From an optimization exercise on the open Yosys and OpenROAD flow, aimed at small area, a short achievable clock period and few clock cycles; shortcuts taken in it are not production practice. Power and IR drop assume default switching activity.

==> flow/design.v (excerpt) <==
module sys_array_fetcher
#(parameter DATA_WIDTH=8,
parameter ARRAY_W=4,
parameter ARRAY_L=4)
(input  clock,
    input  reset_n,
    input  load_params,
    input  start_comp,
    input  [DATA_WIDTH*ARRAY_W*ARRAY_L - 1:0] input_data_a,
    input  [DATA_WIDTH*ARRAY_W*ARRAY_L - 1:0] input_data_b,
    output reg ready,
    output [2*DATA_WIDTH*ARRAY_W*ARRAY_W-1:0] out_data);
localparam CSW = 26;
reg [191:0] sel;                  
wire [191:0] sel_next;
reg [16*CSW-1:0] cs;              
wire [16*CSW-1:0] cs_next;
genvar i, j;
generate
    for (i = 0; i < 64; i = i + 1) begin : booth
        wire b1 = input_data_b[2*i+1];
        wire b0 = input_data_b[2*i];
        wire bm;
        if (i % 4 == 0) begin : lsb
            assign bm = 1'b0;
        end else begin : mid
            assign bm = input_data_b[2*i-1];
        end
        assign sel_next[3*i]   = b0 ^ bm;
        assign sel_next[3*i+1] = (b1 & ~b0 & ~bm) | (~b1 & b0 & bm);
        assign sel_next[3*i+2] = b1 & ~(b0 & bm);
    end
  ...
Size in the first run: ~610 flip-flops, about 520 I/O pins.
clock: 6.5 ns
lec_check: 0
cap_margin: 20
core_margin: 2
core_utilization: 40
slew_margin: 20
synth_hierarchical: 1
run.sh (not shown) runs the stock make flow with config.mk's settings and CLKGATE_MAP_FILE= SYNTH_SCRIPT=/design/flow/synth_recipe.tcl, a recipe that flattens the netlist after the stock synthesis.
The first run finished clean.
==> next run, changes <==
--- a/flow/design.v
+++ b/flow/design.v
@@ -2,15 +2,15 @@
 assign s = a ^ b ^ c;
 assign co = (a & b) | (a & c) | (b & c);
 endmodule
 module ha_cell (input a, input b, output s, output co);
 assign s = a ^ b;
 assign co = a & b;
 endmodule
-module dot4_s1 (input [31:0] a, input [47:0] sel, output [25:0] cs);
+module dot4_s1 (input [31:0] a, input [31:0] b, input [47:0] sel, output [25:0] cs);
 wire s1_1 = ((sel[0] & a[0])) ^ sel[2];
 wire s1_2 = ((sel[0] & a[1]) | (sel[1] & a[0])) ^ sel[2];
 wire s1_3 = ((sel[0] & a[2]) | (sel[1] & a[1])) ^ sel[2];
 wire s1_4 = ((sel[0] & a[3]) | (sel[1] & a[2])) ^ sel[2];
 wire s1_5 = ((sel[0] & a[4]) | (sel[1] & a[3])) ^ sel[2];
 wire s1_6 = ((sel[0] & a[5]) | (sel[1] & a[4])) ^ sel[2];
 wire s1_7 = ((sel[0] & a[6]) | (sel[1] & a[5])) ^ sel[2];
@@ -487,47 +487,47 @@
     input  load_params,
     input  start_comp,
     input  [DATA_WIDTH*ARRAY_W*ARRAY_L - 1:0] input_data_a,
     input  [DATA_WIDTH*ARRAY_W*ARRAY_L - 1:0] input_data_b,
     output reg ready,
     output [2*DATA_WIDTH*ARRAY_W*ARRAY_W-1:0] out_data);
 localparam CSW = 26;
-reg [191:0] sel;                  
-wire [191:0] sel_next;
+reg [127:0] param;                
 reg [16*CSW-1:0] cs;              
 wire [16*CSW-1:0] cs_next;
+wire [191:0] sel;                 
 genvar i, j;
 generate
     for (i = 0; i < 64; i = i + 1) begin : booth
-        wire b1 = input_data_b[2*i+1];
-        wire b0 = input_data_b[2*i];
+        wire b1 = param[2*i+1];
+        wire b0 = param[2*i];
         wire bm;
         if (i % 4 == 0) begin : lsb
             assign bm = 1'b0;
         end else begin : mid
-            assign bm = input_data_b[2*i-1];
+            assign bm = param[2*i-1];
         end
-        assign sel_next[3*i]   = b0 ^ bm;
-        assign sel_next[3*i+1] = (b1 & ~b0 & ~bm) | (~b1 & b0 & bm);
-        assign sel_next[3*i+2] = b1 & ~(b0 & bm);
+        assign sel[3*i]   = b0 ^ bm;
+        assign sel[3*i+1] = (b1 & ~b0 & ~bm) | (~b1 & b0 & bm);
+        assign sel[3*i+2] = b1 & ~(b0 & bm);
     end
 endgenerate
 generate
     for (i = 0; i < 4; i = i + 1) begin : row
         for (j = 0; j < 4; j = j + 1) begin : col
-            dot4_s1 s1 (.a(input_data_a[32*j +: 32]), .sel(sel[48*i +: 48]),
+            dot4_s1 s1 (.a(input_data_a[32*j +: 32]), .b(param[32*i +: 32]), .sel(sel[48*i +: 48]),
                         .cs(cs_next[CSW*(4*i+j) +: CSW]));
             dot4_s2 s2 (.cs(cs[CSW*(4*i+j) +: CSW]), .y(out_data[16*(4*i+j) +: 16]));
         end
     end
 endgenerate
 always @(posedge clock) begin
     if (~reset_n) begin
-        sel <= 192'd0;
+        param <= 128'd0;
         ready <= 1'b0;
     end else begin
-        if (load_params) sel <= sel_next;
+        if (load_params) param <= input_data_b;
         if (start_comp) ready <= 1'b1;
     end
     if (start_comp) cs <= cs_next;
 end
 endmodule
The new run finished with timing, DRC and antenna clean; power climbs by 19%; maximum frequency shrinks by about 5%; die area fell by 1.5%; utilization grows by 0.11 points; design area falls by 1.0%; clock power stays flat; non-clock buffer count fell by 58; worst setup slack degrades by 0.30 ns; via count drops by about 2.6%; routed wire length barely changes.
Function was not checked in any run of this note: the RTL went through the layout flow alone.

[static timing again, ports no longer ideal]
Ports are ideal in the flow. The routed layouts listed here were re-timed in OpenROAD.
Step 1, drivers: a clkbuf_16 drives clock and a buf_2 each remaining input, both assumed.
Step 2 times the ports against the registers' clock, not the clock port: input delays grow and output delays shrink by t, the midpoint of the rising clock arrivals with the driver on.
a / b / c = ideal ports / drivers / drivers and shift; a / b = the first two.
run	t (ns)	setup WS [ns]	cell pins on the clock port's net
the first run	0.837	0.974 / 1.039 / 0.212	1
the second run	0.946	0.677 / 0.677 / 0.124	1
After both steps every run listed still meets setup and hold. For the first run, which loses most, drivers alone change the setup slack by +0.065 ns; drivers and shift together by -0.762 ns.
